What follows belongs to an exercise in optimizing a design on an open flow for small area and a short achievable clock period; a production flow would make more cautious choices. For this run, only the layout was checked, not whether the RTL still works.

**flow/design.v**
```verilog
`timescale 1ns/100ps
`timescale 1ns/100ps
`timescale 1ns/100ps
module fadd (input a, input b, input c, output s, output co);
  assign s  = a ^ b ^ c;
  assign co = (a & b) | (a & c) | (b & c);
endmodule
module hadd (input a, input b, output s, output co);
  assign s  = a ^ b;
  assign co = a & b;
endmodule
module mac_tree (input [7:0] a, input [7:0] b, input [23:0] acc, output [23:0] y);
  wire pp0_0 = a[0] & b[0];
  wire pp0_1 = a[0] & b[1];
  wire pp0_2 = a[0] & b[2];
  wire pp0_3 = a[0] & b[3];
  wire pp0_4 = a[0] & b[4];
  wire pp0_5 = a[0] & b[5];
  wire pp0_6 = a[0] & b[6];
  wire pp0_7 = a[0] & b[7];
  wire pp1_0 = a[1] & b[0];
  wire pp1_1 = a[1] & b[1];
  wire pp1_2 = a[1] & b[2];
  wire pp1_3 = a[1] & b[3];
  wire pp1_4 = a[1] & b[4];
  wire pp1_5 = a[1] & b[5];
  wire pp1_6 = a[1] & b[6];
  wire pp1_7 = a[1] & b[7];
  wire pp2_0 = a[2] & b[0];
  wire pp2_1 = a[2] & b[1];
  wire pp2_2 = a[2] & b[2];
  wire pp2_3 = a[2] & b[3];
  wire pp2_4 = a[2] & b[4];
  wire pp2_5 = a[2] & b[5];
  wire pp2_6 = a[2] & b[6];
  wire pp2_7 = a[2] & b[7];
  wire pp3_0 = a[3] & b[0];
  wire pp3_1 = a[3] & b[1];
  wire pp3_2 = a[3] & b[2];
  wire pp3_3 = a[3] & b[3];
  wire pp3_4 = a[3] & b[4];
  wire pp3_5 = a[3] & b[5];
  wire pp3_6 = a[3] & b[6];
  wire pp3_7 = a[3] & b[7];
  wire pp4_0 = a[4] & b[0];
  wire pp4_1 = a[4] & b[1];
  wire pp4_2 = a[4] & b[2];
  wire pp4_3 = a[4] & b[3];
  wire pp4_4 = a[4] & b[4];
  wire pp4_5 = a[4] & b[5];
  wire pp4_6 = a[4] & b[6];
  wire pp4_7 = a[4] & b[7];
  wire pp5_0 = a[5] & b[0];
  wire pp5_1 = a[5] & b[1];
  wire pp5_2 = a[5] & b[2];
  wire pp5_3 = a[5] & b[3];
  wire pp5_4 = a[5] & b[4];
  wire pp5_5 = a[5] & b[5];
  wire pp5_6 = a[5] & b[6];
  wire pp5_7 = a[5] & b[7];
  wire pp6_0 = a[6] & b[0];
  wire pp6_1 = a[6] & b[1];
  wire pp6_2 = a[6] & b[2];
  wire pp6_3 = a[6] & b[3];
  wire pp6_4 = a[6] & b[4];
  wire pp6_5 = a[6] & b[5];
  wire pp6_6 = a[6] & b[6];
  wire pp6_7 = a[6] & b[7];
  wire pp7_0 = a[7] & b[0];
  wire pp7_1 = a[7] & b[1];
  wire pp7_2 = a[7] & b[2];
  wire pp7_3 = a[7] & b[3];
  wire pp7_4 = a[7] & b[4];
  wire pp7_5 = a[7] & b[5];
  wire pp7_6 = a[7] & b[6];
  wire pp7_7 = a[7] & b[7];
  wire m0s, m0c;
  hadd m0 (.a(pp0_5), .b(pp1_4), .s(m0s), .co(m0c));
  wire m1s, m1c;
  fadd m1 (.a(pp0_6), .b(pp1_5), .c(pp2_4), .s(m1s), .co(m1c));
  wire m2s, m2c;
  hadd m2 (.a(pp3_3), .b(pp4_2), .s(m2s), .co(m2c));
  wire m3s, m3c;
  fadd m3 (.a(pp0_7), .b(pp1_6), .c(pp2_5), .s(m3s), .co(m3c));
  wire m4s, m4c;
  fadd m4 (.a(pp3_4), .b(pp4_3), .c(pp5_2), .s(m4s), .co(m4c));
  wire m5s, m5c;
  hadd m5 (.a(pp6_1), .b(pp7_0), .s(m5s), .co(m5c));
  wire m6s, m6c;
  fadd m6 (.a(pp1_7), .b(pp2_6), .c(pp3_5), .s(m6s), .co(m6c));
  wire m7s, m7c;
  fadd m7 (.a(pp4_4), .b(pp5_3), .c(pp6_2), .s(m7s), .co(m7c));
  wire m8s, m8c;
  hadd m8 (.a(pp7_1), .b(acc[8]), .s(m8s), .co(m8c));
  wire m9s, m9c;
  fadd m9 (.a(pp2_7), .b(pp3_6), .c(pp4_5), .s(m9s), .co(m9c));
  wire m10s, m10c;
  fadd m10 (.a(pp5_4), .b(pp6_3), .c(pp7_2), .s(m10s), .co(m10c));
  wire m11s, m11c;
  fadd m11 (.a(pp3_7), .b(pp4_6), .c(pp5_5), .s(m11s), .co(m11c));
  wire m12s, m12c;
  hadd m12 (.a(pp0_3), .b(pp1_2), .s(m12s), .co(m12c));
  wire m13s, m13c;
  fadd m13 (.a(pp0_4), .b(pp1_3), .c(pp2_2), .s(m13s), .co(m13c));
  wire m14s, m14c;
  hadd m14 (.a(pp3_1), .b(pp4_0), .s(m14s), .co(m14c));
  wire m15s, m15c;
  fadd m15 (.a(m0s), .b(pp2_3), .c(pp3_2), .s(m15s), .co(m15c));
  wire m16s, m16c;
  fadd m16 (.a(pp4_1), .b(pp5_0), .c(acc[5]), .s(m16s), .co(m16c));
  wire m17s, m17c;
  fadd m17 (.a(m0c), .b(m1s), .c(m2s), .s(m17s), .co(m17c));
  wire m18s, m18c;
  fadd m18 (.a(pp5_1), .b(pp6_0), .c(acc[6]), .s(m18s), .co(m18c));
  wire m19s, m19c;
  fadd m19 (.a(m1c), .b(m2c), .c(m3s), .s(m19s), .co(m19c));
  wire m20s, m20c;
  fadd m20 (.a(m4s), .b(m5s), .c(acc[7]), .s(m20s), .co(m20c));
  wire m21s, m21c;
  fadd m21 (.a(m3c), .b(m4c), .c(m5c), .s(m21s), .co(m21c));
  wire m22s, m22c;
  fadd m22 (.a(m6s), .b(m7s), .c(m8s), .s(m22s), .co(m22c));
  wire m23s, m23c;
  fadd m23 (.a(m6c), .b(m7c), .c(m8c), .s(m23s), .co(m23c));
  wire m24s, m24c;
  fadd m24 (.a(m9s), .b(m10s), .c(acc[9]), .s(m24s), .co(m24c));
  wire m25s, m25c;
  fadd m25 (.a(m9c), .b(m10c), .c(m11s), .s(m25s), .co(m25c));
  wire m26s, m26c;
  fadd m26 (.a(pp6_4), .b(pp7_3), .c(acc[10]), .s(m26s), .co(m26c));
  wire m27s, m27c;
  fadd m27 (.a(m11c), .b(pp4_7), .c(pp5_6), .s(m27s), .co(m27c));
  wire m28s, m28c;
  fadd m28 (.a(pp6_5), .b(pp7_4), .c(acc[11]), .s(m28s), .co(m28c));
  wire m29s, m29c;
  fadd m29 (.a(pp5_7), .b(pp6_6), .c(pp7_5), .s(m29s), .co(m29c));
  wire m30s, m30c;
  hadd m30 (.a(pp0_2), .b(pp1_1), .s(m30s), .co(m30c));
  wire m31s, m31c;
  fadd m31 (.a(m12s), .b(pp2_1), .c(pp3_0), .s(m31s), .co(m31c));
  wire m32s, m32c;
  fadd m32 (.a(m12c), .b(m13s), .c(m14s), .s(m32s), .co(m32c));
  wire m33s, m33c;
  fadd m33 (.a(m13c), .b(m14c), .c(m15s), .s(m33s), .co(m33c));
  wire m34s, m34c;
  fadd m34 (.a(m15c), .b(m16c), .c(m17s), .s(m34s), .co(m34c));
  wire m35s, m35c;
  fadd m35 (.a(m17c), .b(m18c), .c(m19s), .s(m35s), .co(m35c));
  wire m36s, m36c;
  fadd m36 (.a(m19c), .b(m20c), .c(m21s), .s(m36s), .co(m36c));
  wire m37s, m37c;
  fadd m37 (.a(m21c), .b(m22c), .c(m23s), .s(m37s), .co(m37c));
  wire m38s, m38c;
  fadd m38 (.a(m23c), .b(m24c), .c(m25s), .s(m38s), .co(m38c));
  wire m39s, m39c;
  fadd m39 (.a(m25c), .b(m26c), .c(m27s), .s(m39s), .co(m39c));
  wire m40s, m40c;
  fadd m40 (.a(m27c), .b(m28c), .c(m29s), .s(m40s), .co(m40c));
  wire m41s, m41c;
  fadd m41 (.a(m29c), .b(pp6_7), .c(pp7_6), .s(m41s), .co(m41c));
  wire m42s, m42c;
  hadd m42 (.a(pp0_1), .b(pp1_0), .s(m42s), .co(m42c));
  wire m43s, m43c;
  fadd m43 (.a(m30s), .b(pp2_0), .c(acc[2]), .s(m43s), .co(m43c));
  wire m44s, m44c;
  fadd m44 (.a(m30c), .b(m31s), .c(acc[3]), .s(m44s), .co(m44c));
  wire m45s, m45c;
  fadd m45 (.a(m31c), .b(m32s), .c(acc[4]), .s(m45s), .co(m45c));
  wire m46s, m46c;
  fadd m46 (.a(m32c), .b(m33s), .c(m16s), .s(m46s), .co(m46c));
  wire m47s, m47c;
  fadd m47 (.a(m33c), .b(m34s), .c(m18s), .s(m47s), .co(m47c));
  wire m48s, m48c;
  fadd m48 (.a(m34c), .b(m35s), .c(m20s), .s(m48s), .co(m48c));
  wire m49s, m49c;
  fadd m49 (.a(m35c), .b(m36s), .c(m22s), .s(m49s), .co(m49c));
  wire m50s, m50c;
  fadd m50 (.a(m36c), .b(m37s), .c(m24s), .s(m50s), .co(m50c));
  wire m51s, m51c;
  fadd m51 (.a(m37c), .b(m38s), .c(m26s), .s(m51s), .co(m51c));
  wire m52s, m52c;
  fadd m52 (.a(m38c), .b(m39s), .c(m28s), .s(m52s), .co(m52c));
  wire m53s, m53c;
  fadd m53 (.a(m39c), .b(m40s), .c(acc[12]), .s(m53s), .co(m53c));
  wire m54s, m54c;
  fadd m54 (.a(m40c), .b(m41s), .c(acc[13]), .s(m54s), .co(m54c));
  wire m55s, m55c;
  fadd m55 (.a(m41c), .b(pp7_7), .c(acc[14]), .s(m55s), .co(m55c));
  cpa_mac cpa (.x({acc[23], acc[22], acc[21], acc[20], acc[19], acc[18], acc[17], acc[16], m55c, m54c, m53c, m52c, m51c, m50c, m49c, m48c, m47c, m46c, m45c, m44c, m43c, m42c, m42s, pp0_0}), .z({acc[15], m55s, m54s, m53s, m52s, m51s, m50s, m49s, m48s, m47s, m46s, m45s, m44s, m43s, acc[1], acc[0]}), .y(y));
endmodule
module cpa_mac (input [23:0] x, input [15:0] z, output [23:0] y);
  assign y = x + z;
endmodule
module pp_tree (input [7:0] a, input [7:0] b, output [15:0] s, output [15:0] c);
  wire pp0_0 = a[0] & b[0];
  wire pp0_1 = a[0] & b[1];
  wire pp0_2 = a[0] & b[2];
  wire pp0_3 = a[0] & b[3];
  wire pp0_4 = a[0] & b[4];
  wire pp0_5 = a[0] & b[5];
  wire pp0_6 = a[0] & b[6];
  wire pp0_7 = a[0] & b[7];
  wire pp1_0 = a[1] & b[0];
  wire pp1_1 = a[1] & b[1];
  wire pp1_2 = a[1] & b[2];
  wire pp1_3 = a[1] & b[3];
  wire pp1_4 = a[1] & b[4];
  wire pp1_5 = a[1] & b[5];
  wire pp1_6 = a[1] & b[6];
  wire pp1_7 = a[1] & b[7];
  wire pp2_0 = a[2] & b[0];
  wire pp2_1 = a[2] & b[1];
  wire pp2_2 = a[2] & b[2];
  wire pp2_3 = a[2] & b[3];
  wire pp2_4 = a[2] & b[4];
  wire pp2_5 = a[2] & b[5];
  wire pp2_6 = a[2] & b[6];
  wire pp2_7 = a[2] & b[7];
  wire pp3_0 = a[3] & b[0];
  wire pp3_1 = a[3] & b[1];
  wire pp3_2 = a[3] & b[2];
  wire pp3_3 = a[3] & b[3];
  wire pp3_4 = a[3] & b[4];
  wire pp3_5 = a[3] & b[5];
  wire pp3_6 = a[3] & b[6];
  wire pp3_7 = a[3] & b[7];
  wire pp4_0 = a[4] & b[0];
  wire pp4_1 = a[4] & b[1];
  wire pp4_2 = a[4] & b[2];
  wire pp4_3 = a[4] & b[3];
  wire pp4_4 = a[4] & b[4];
  wire pp4_5 = a[4] & b[5];
  wire pp4_6 = a[4] & b[6];
  wire pp4_7 = a[4] & b[7];
  wire pp5_0 = a[5] & b[0];
  wire pp5_1 = a[5] & b[1];
  wire pp5_2 = a[5] & b[2];
  wire pp5_3 = a[5] & b[3];
  wire pp5_4 = a[5] & b[4];
  wire pp5_5 = a[5] & b[5];
  wire pp5_6 = a[5] & b[6];
  wire pp5_7 = a[5] & b[7];
  wire pp6_0 = a[6] & b[0];
  wire pp6_1 = a[6] & b[1];
  wire pp6_2 = a[6] & b[2];
  wire pp6_3 = a[6] & b[3];
  wire pp6_4 = a[6] & b[4];
  wire pp6_5 = a[6] & b[5];
  wire pp6_6 = a[6] & b[6];
  wire pp6_7 = a[6] & b[7];
  wire pp7_0 = a[7] & b[0];
  wire pp7_1 = a[7] & b[1];
  wire pp7_2 = a[7] & b[2];
  wire pp7_3 = a[7] & b[3];
  wire pp7_4 = a[7] & b[4];
  wire pp7_5 = a[7] & b[5];
  wire pp7_6 = a[7] & b[6];
  wire pp7_7 = a[7] & b[7];
  wire p0s, p0c;
  hadd p0 (.a(pp0_6), .b(pp1_5), .s(p0s), .co(p0c));
  wire p1s, p1c;
  fadd p1 (.a(pp0_7), .b(pp1_6), .c(pp2_5), .s(p1s), .co(p1c));
  wire p2s, p2c;
  hadd p2 (.a(pp3_4), .b(pp4_3), .s(p2s), .co(p2c));
  wire p3s, p3c;
  fadd p3 (.a(pp1_7), .b(pp2_6), .c(pp3_5), .s(p3s), .co(p3c));
  wire p4s, p4c;
  hadd p4 (.a(pp4_4), .b(pp5_3), .s(p4s), .co(p4c));
  wire p5s, p5c;
  fadd p5 (.a(pp2_7), .b(pp3_6), .c(pp4_5), .s(p5s), .co(p5c));
  wire p6s, p6c;
  hadd p6 (.a(pp0_4), .b(pp1_3), .s(p6s), .co(p6c));
  wire p7s, p7c;
  fadd p7 (.a(pp0_5), .b(pp1_4), .c(pp2_3), .s(p7s), .co(p7c));
  wire p8s, p8c;
  hadd p8 (.a(pp3_2), .b(pp4_1), .s(p8s), .co(p8c));
  wire p9s, p9c;
  fadd p9 (.a(p0s), .b(pp2_4), .c(pp3_3), .s(p9s), .co(p9c));
  wire p10s, p10c;
  fadd p10 (.a(pp4_2), .b(pp5_1), .c(pp6_0), .s(p10s), .co(p10c));
  wire p11s, p11c;
  fadd p11 (.a(p0c), .b(p1s), .c(p2s), .s(p11s), .co(p11c));
  wire p12s, p12c;
  fadd p12 (.a(pp5_2), .b(pp6_1), .c(pp7_0), .s(p12s), .co(p12c));
  wire p13s, p13c;
  fadd p13 (.a(p1c), .b(p2c), .c(p3s), .s(p13s), .co(p13c));
  wire p14s, p14c;
  fadd p14 (.a(p4s), .b(pp6_2), .c(pp7_1), .s(p14s), .co(p14c));
  wire p15s, p15c;
  fadd p15 (.a(p3c), .b(p4c), .c(p5s), .s(p15s), .co(p15c));
  wire p16s, p16c;
  fadd p16 (.a(pp5_4), .b(pp6_3), .c(pp7_2), .s(p16s), .co(p16c));
  wire p17s, p17c;
  fadd p17 (.a(p5c), .b(pp3_7), .c(pp4_6), .s(p17s), .co(p17c));
  wire p18s, p18c;
  fadd p18 (.a(pp5_5), .b(pp6_4), .c(pp7_3), .s(p18s), .co(p18c));
  wire p19s, p19c;
  fadd p19 (.a(pp4_7), .b(pp5_6), .c(pp6_5), .s(p19s), .co(p19c));
  wire p20s, p20c;
  hadd p20 (.a(pp0_3), .b(pp1_2), .s(p20s), .co(p20c));
  wire p21s, p21c;
  fadd p21 (.a(p6s), .b(pp2_2), .c(pp3_1), .s(p21s), .co(p21c));
  wire p22s, p22c;
  fadd p22 (.a(p6c), .b(p7s), .c(p8s), .s(p22s), .co(p22c));
  wire p23s, p23c;
  fadd p23 (.a(p7c), .b(p8c), .c(p9s), .s(p23s), .co(p23c));
  wire p24s, p24c;
  fadd p24 (.a(p9c), .b(p10c), .c(p11s), .s(p24s), .co(p24c));
  wire p25s, p25c;
  fadd p25 (.a(p11c), .b(p12c), .c(p13s), .s(p25s), .co(p25c));
  wire p26s, p26c;
  fadd p26 (.a(p13c), .b(p14c), .c(p15s), .s(p26s), .co(p26c));
  wire p27s, p27c;
  fadd p27 (.a(p15c), .b(p16c), .c(p17s), .s(p27s), .co(p27c));
  wire p28s, p28c;
  fadd p28 (.a(p17c), .b(p18c), .c(p19s), .s(p28s), .co(p28c));
  wire p29s, p29c;
  fadd p29 (.a(p19c), .b(pp5_7), .c(pp6_6), .s(p29s), .co(p29c));
  wire p30s, p30c;
  hadd p30 (.a(pp0_2), .b(pp1_1), .s(p30s), .co(p30c));
  wire p31s, p31c;
  fadd p31 (.a(p20s), .b(pp2_1), .c(pp3_0), .s(p31s), .co(p31c));
  wire p32s, p32c;
  fadd p32 (.a(p20c), .b(p21s), .c(pp4_0), .s(p32s), .co(p32c));
  wire p33s, p33c;
  fadd p33 (.a(p21c), .b(p22s), .c(pp5_0), .s(p33s), .co(p33c));
  wire p34s, p34c;
  fadd p34 (.a(p22c), .b(p23s), .c(p10s), .s(p34s), .co(p34c));
  wire p35s, p35c;
  fadd p35 (.a(p23c), .b(p24s), .c(p12s), .s(p35s), .co(p35c));
  wire p36s, p36c;
  fadd p36 (.a(p24c), .b(p25s), .c(p14s), .s(p36s), .co(p36c));
  wire p37s, p37c;
  fadd p37 (.a(p25c), .b(p26s), .c(p16s), .s(p37s), .co(p37c));
  wire p38s, p38c;
  fadd p38 (.a(p26c), .b(p27s), .c(p18s), .s(p38s), .co(p38c));
  wire p39s, p39c;
  fadd p39 (.a(p27c), .b(p28s), .c(pp7_4), .s(p39s), .co(p39c));
  wire p40s, p40c;
  fadd p40 (.a(p28c), .b(p29s), .c(pp7_5), .s(p40s), .co(p40c));
  wire p41s, p41c;
  fadd p41 (.a(p29c), .b(pp6_7), .c(pp7_6), .s(p41s), .co(p41c));
  assign s = {1'b0, p41c, p40c, p39c, p38c, p37c, p36c, p35c, p34c, p33c, p32c, p31c, p30c, p30s, pp0_1, pp0_0};
  assign c = {1'b0, pp7_7, p41s, p40s, p39s, p38s, p37s, p36s, p35s, p34s, p33s, p32s, p31s, pp2_0, pp1_0, 1'b0};
endmodule
module add3 (input [23:0] acc, input [15:0] s, input [15:0] c, output [23:0] y);
  wire q0s, q0c;
  hadd q0 (.a(acc[1]), .b(s[1]), .s(q0s), .co(q0c));
  wire q1s, q1c;
  fadd q1 (.a(acc[2]), .b(s[2]), .c(c[2]), .s(q1s), .co(q1c));
  wire q2s, q2c;
  fadd q2 (.a(acc[3]), .b(s[3]), .c(c[3]), .s(q2s), .co(q2c));
  wire q3s, q3c;
  fadd q3 (.a(acc[4]), .b(s[4]), .c(c[4]), .s(q3s), .co(q3c));
  wire q4s, q4c;
  fadd q4 (.a(acc[5]), .b(s[5]), .c(c[5]), .s(q4s), .co(q4c));
  wire q5s, q5c;
  fadd q5 (.a(acc[6]), .b(s[6]), .c(c[6]), .s(q5s), .co(q5c));
  wire q6s, q6c;
  fadd q6 (.a(acc[7]), .b(s[7]), .c(c[7]), .s(q6s), .co(q6c));
  wire q7s, q7c;
  fadd q7 (.a(acc[8]), .b(s[8]), .c(c[8]), .s(q7s), .co(q7c));
  wire q8s, q8c;
  fadd q8 (.a(acc[9]), .b(s[9]), .c(c[9]), .s(q8s), .co(q8c));
  wire q9s, q9c;
  fadd q9 (.a(acc[10]), .b(s[10]), .c(c[10]), .s(q9s), .co(q9c));
  wire q10s, q10c;
  fadd q10 (.a(acc[11]), .b(s[11]), .c(c[11]), .s(q10s), .co(q10c));
  wire q11s, q11c;
  fadd q11 (.a(acc[12]), .b(s[12]), .c(c[12]), .s(q11s), .co(q11c));
  wire q12s, q12c;
  fadd q12 (.a(acc[13]), .b(s[13]), .c(c[13]), .s(q12s), .co(q12c));
  wire q13s, q13c;
  fadd q13 (.a(acc[14]), .b(s[14]), .c(c[14]), .s(q13s), .co(q13c));
  cpa_add3 cpa (.x({acc[23], acc[22], acc[21], acc[20], acc[19], acc[18], acc[17], acc[16], q13c, q12c, q11c, q10c, q9c, q8c, q7c, q6c, q5c, q4c, q3c, q2c, q1c, q0c, q0s, acc[0]}), .z({acc[15], q13s, q12s, q11s, q10s, q9s, q8s, q7s, q6s, q5s, q4s, q3s, q2s, q1s, c[1], s[0]}), .y(y));
endmodule
module cpa_add3 (input [23:0] x, input [15:0] z, output [23:0] y);
  assign y = x + z;
endmodule
`timescale 1ns/100ps
module systolic_array#(
    parameter NUM_ROW = 8,
    parameter NUM_COL = 8,
    parameter IN_WORD_SIZE = 8,
    parameter OUT_WORD_SIZE = 24
)(
    clk,
    rst,
    top_inputs,
    left_inputs,
    compute_done,
    cycles_count,
    pe_register_vals
);
input clk;
input rst;
input [0:NUM_COL * IN_WORD_SIZE-1] top_inputs;
input [0:NUM_ROW * IN_WORD_SIZE-1] left_inputs;
output reg compute_done;
output reg  [OUT_WORD_SIZE-1:0] cycles_count;
output [0 : (OUT_WORD_SIZE * NUM_ROW * NUM_COL) -1] pe_register_vals;
wire [8*16*NUM_ROW-1:0] ldl;
wire [8*16*NUM_COL-1:0] tdl;
genvar r, c, k;
generate
  for (r = 0; r < NUM_ROW; r = r + 1) begin : lrow
    assign ldl[(16*r)*8 +: 8] = left_inputs[8*(NUM_ROW-1-r) +: 8];
    for (k = 1; k <= r + NUM_COL - 1; k = k + 1) begin : st
      reg [7:0] q;
      always @(posedge clk or posedge rst)
        if (rst) q <= 8'd0;
        else     q <= ldl[(16*r+k-1)*8 +: 8];
      assign ldl[(16*r+k)*8 +: 8] = q;
    end
  end
  for (c = 0; c < NUM_COL; c = c + 1) begin : tcol
    assign tdl[(16*c)*8 +: 8] = top_inputs[8*(NUM_COL-1-c) +: 8];
    for (k = 1; k <= c + NUM_ROW - 1; k = k + 1) begin : st
      reg [7:0] q;
      always @(posedge clk or posedge rst)
        if (rst) q <= 8'd0;
        else     q <= tdl[(16*c+k-1)*8 +: 8];
      assign tdl[(16*c+k)*8 +: 8] = q;
    end
  end
  for (r = 0; r < NUM_ROW; r = r + 1) begin : pr
    for (c = 0; c < NUM_COL; c = c + 1) begin : pc
      if (r + c == 0) begin : pe00
        wire [15:0] ps, pcy;
        wire [23:0] sum;
        reg  [14:0] s;
        reg  [14:1] cy;
        reg  [23:0] acc;
        pp_tree pt (
          .a(ldl[7:0]),
          .b(tdl[7:0]),
          .s(ps),
          .c(pcy)
        );
        add3 ad (
          .acc(acc),
          .s  ({1'b0, s}),
          .c  ({1'b0, cy, 1'b0}),
          .y  (sum)
        );
        always @(posedge clk or posedge rst)
          if (rst) begin
            s   <= 15'd0;
            cy  <= 14'd0;
            acc <= 24'd0;
          end else begin
            s   <= ps[14:0];
            cy  <= pcy[14:1];
            acc <= sum;
          end
        assign pe_register_vals[0 +: 24] = sum;
      end else begin : pe
        reg  [23:0] acc;
        wire [23:0] nxt;
        mac_tree mt (
          .a  (ldl[(16*r+r+c)*8 +: 8]),
          .b  (tdl[(16*c+r+c)*8 +: 8]),
          .acc(acc),
          .y  (nxt)
        );
        always @(posedge clk or posedge rst)
          if (rst) acc <= 24'd0;
          else     acc <= nxt;
        assign pe_register_vals[24*(NUM_COL*r+c) +: 24] = acc;
      end
    end
  end
endgenerate
always @(posedge clk)
begin
    if(rst==1'b1)
    begin
        compute_done <= 1'b0;
        cycles_count <= 0;
    end
    else
    begin
        cycles_count <= cycles_count + 1;
        if(cycles_count > (5+NUM_ROW+NUM_COL))
        begin
          compute_done <= 1'b1;
        end
    end
end
endmodule
```
**flow/constraint.sdc**
```tcl
create_clock -name core_clock -period 7.0 [get_ports {clk}]
set_input_delay 1.4000 -clock core_clock [delete_from_list [all_inputs] [get_ports {clk}]]
set_output_delay 1.4000 -clock core_clock [all_outputs]
set_load 0.01 [all_outputs]
```
**flow/config.mk**
```make
export PLATFORM = sky130hd
export DESIGN_NAME = systolic_array
export DESIGN_NICKNAME = systolic_array
export VERILOG_FILES = /design/flow/design.v
export SDC_FILE = /design/flow/constraint.sdc
export NUM_CORES = 4
export LEC_CHECK = 0
export CAP_MARGIN = 20
export CORE_MARGIN = 2
export CORE_UTILIZATION = 40
export SLEW_MARGIN = 20
export SYNTH_HIERARCHICAL = 1
export SYNTH_MINIMUM_KEEP_SIZE = 0
```
**flow/run.sh**
```bash
#!/bin/bash
# synth_recipe.tcl (not shown) runs the flow's synth.tcl, then flattens the netlist and writes it again
# the make line also repeats each setting of config.mk as NAME=value (left out here)
make -C /OpenROAD-flow-scripts/flow DESIGN_CONFIG=/design/flow/config.mk WORK_HOME=/design/flow/orfs CLKGATE_MAP_FILE= SYNTH_SCRIPT=/design/flow/synth_recipe.tcl finish
```
==> summary.txt <==
==> registers in the layout, indices dropped and copies added (netlist names) <==
register / count
pr.pc.pe00.cy: 14
pr.pc.pe00.s: 15
tcol.st.q: 672
compute_done: 1
pr.pc.pe00.acc: 24
cycles_count: 24
pr.pc.pe.acc: 1512
lrow.st.q: 672
==> layout make-up <==
type                    count  area [um^2]  share of cell area (%)
diodes                     29         72.6                  0.0271
clock buffers             461         9830                    3.67
clock inverters           191         2860                    1.07
inverters                 198          747                   0.279
multi-input cells       15800       154000                    57.4
flip-flops and latches   2934        73300                    27.4
well taps                7533         9430                    3.52
repair buffers           1744        17600                    6.59
==> how the worst max path moves through the flow <==
stage | end | slack (ns) | cells after the start
2_1_floorplan | cycles_count[11] | -36.20 | 5
3_3_place_gp | pr[3].pc[2].pe.acc[17] | 1.90 | 12
3_5_place_dp | pr[4].pc[4].pe.acc[17] | 1.86 | 12
4_1_cts | pe_register_vals[2] | 1.16 | 9
5_1_grt | pe_register_vals[2] | 1.04 | 9
6_report | pe_register_vals[2] | 1.33 | 9
==> worst max-delay path, delay by kind of cell (launching register included) <==
family / cells / cell delay [ns]
flops: 1 / 0.38
xor+xnor: 1 / 0.22
compound gates: 3 / 0.63
fa+ha+maj: 2 / 0.85
buf+inv: 1 / 0.58
simple gates: 2 / 0.60
==> per-stage QoR <==
stage	area, um^2	std cells
after floorplan	229000	19100
after global placement	255000	28300
after detailed placement	255000	28300
after CTS	267000	28900
after global routing	267000	28900
final	267000	28900
==> layer usage <==
metal | vias to the layer above | wire (um) | global-route usage (%)
met1 | 80200 | 297000 | 31.9
met5 | - | 89 | 0
met3 | 939 | 43000 | 5.16
li1 | 68700 | - | -
met2 | 3449 | 344000 | 41.6
met4 | 14 | 35900 | 10.4
==> summary.md <==
| Metric | Value |
|---|---|
| Status | complete, no violations |
| Hold_ws | 0.318 ns |
| Max transition margin | 30.5% |
| Mapped Cells | 19,100 |
| All-Layer GR Usage | 25.0% |
| Reg-to-reg slack, setup | 1.99 ns |
| MaxCap Viol Count | 0 |
| Die Y | 760 um |
| Worst Hold Path EP | tcol[5].st[2].q[0] |
| Fillers | 51,600 |
| Vias per inst | 5.30 |
| Post-CTS Setup Bufs | 0 |
| Min Tclk post-route | 5.67 ns |
| Setup TNS | 0 ns |
| Max Slew Vio Count | 0 |
| Crit Reg-Reg Endpoint | pr[4].pc[4].pe.acc[21] |
| CP max-delay cell | clkdlybuf4s50_1 |
| Setup WS post-layout | 1.33 ns |
| Mapped Nets | 23,900 |
| Clock Pin Slew Worst Setup and Hold Paths | 0.06 ns |
| Worst Max-Slew Pin Slew | 1.03 ns |
| Clk sink count | 2,934 |
| Type of origin of the critical path | register |
| Clock Tree Buf Depth | 4 |
| Share of post-route cells with drive strength above 1 | 5.16% |
| Post-DR wirelength/cell | 24.9 um |
| RSZ-0062 raised after global routing | false |
| CTS Hold Bufs | 0 |
| FF-to-FF Start | tcol[4].st[8].q[4] |
| Crit Path Class | register to output pin |
| Layout area overhead | 16.8% |
| DP Wirelength | 591,000 um |
| Clock root buffer | clkbuf_16 |
| CTS H-tree lvls | 5 |
| Post-DRT Antenna Nets | 0 |
| Min-delay src | tcol[5].st[1].q[0] |
| Clock Latency Late Sink | 1.01 ns |
| First-pass GRT wire length | 1,100,000 um |
| Vias | 153,000 |
| Initial antenna violation count | 47 |
| Total gr overflow | 0 |
| Place WS | 1.86 ns |
| Largest net degree at the start of global routing | 167 |
| R2R depth | 12 |
| Drt first-iter violations | 8,606 |
| Core Util, Final | 47.0% |
| # DRC | 0 |
| Worst endpoint required time | 5.60 ns |
| 1st-pass router iterations | 5 |
| CTS tree | done |
| Final Hold Violating Endpoints | 0 |
| Vias in the first global route | 167,000 |
| Yosys Warn Count | 7 |
| CP Cell Sequence | fa_1 -> ha_1 -> a21o_1 -> a21oi_1 -> a211oi_1 -> nor4_2 -> nor3b_1 -> xor2_1 -> clkdlybuf4s50_1 |
| # IOs | 1,691 |
| CP peak stage delay | 0.58 ns |
| CP Launch Point | pr[0].pc[0].pe00.acc[3] |
| DIE AREA | 0.578 mm^2 |
| Core Region | 0.569 mm^2 |
| Row cnt | 277 |
| Hold crit path type | register to register |
| Final setup fails | 0 |
| Clock Skew | 0.0575 ns |
| Placer congestion estimate | 0.921 |
| Fin crit share | 81.0% |
| Hold path cells | 0 |
| FMAX | 176 MHz |
| Cells resized by post-CTS repair | 0 |
| Most frequent cells in the layout | and2_1, fa_1, dfrtp_1, clkdlybuf4s50_1, ha_1 |
| CP endpoint kind | output pin |
| CTS Buf Count | 356 |
| Syn avg cell area | 12.0 um^2 |
| CP arrival | 4.27 ns |
| Worst-path fanout max | 5 |
| Nets | 25,900 |
| Initial Util | 40.2% |
| Post-Route WL | 720,000 um |
| Count of buffers from port buffering | 1,690 |
| Synthesized area | 0.229 mm^2 |
| Die X | 760 um |
| Most common cell after layout, fill and taps aside | and2_1 |

==> afterwards: timing with drivers on the ports <==
No port has a modelled driver above. Below, the same layout with a new extraction and two added sets of constraints.
Step 1 assumes that a clkbuf_16 drives the clock port and a buf_2 every other input.
Step 2 times the ports against the registers' clock, not the clock port: input delays grow and output delays shrink by t, the midpoint of the rising clock arrivals with the driver on.
a / b / c = ideal / step 1 / step 2; a / b = the first two.
shift t [ns]: 1.114
setup WS [ns]: 1.333 / 1.196 / 1.992
slew at the worst register clock pin (ns): 0.07 / 0.07
After both steps setup and hold are still met in this run. For this run, drivers alone change the setup slack by -0.137 ns; drivers and shift together by +0.659 ns.
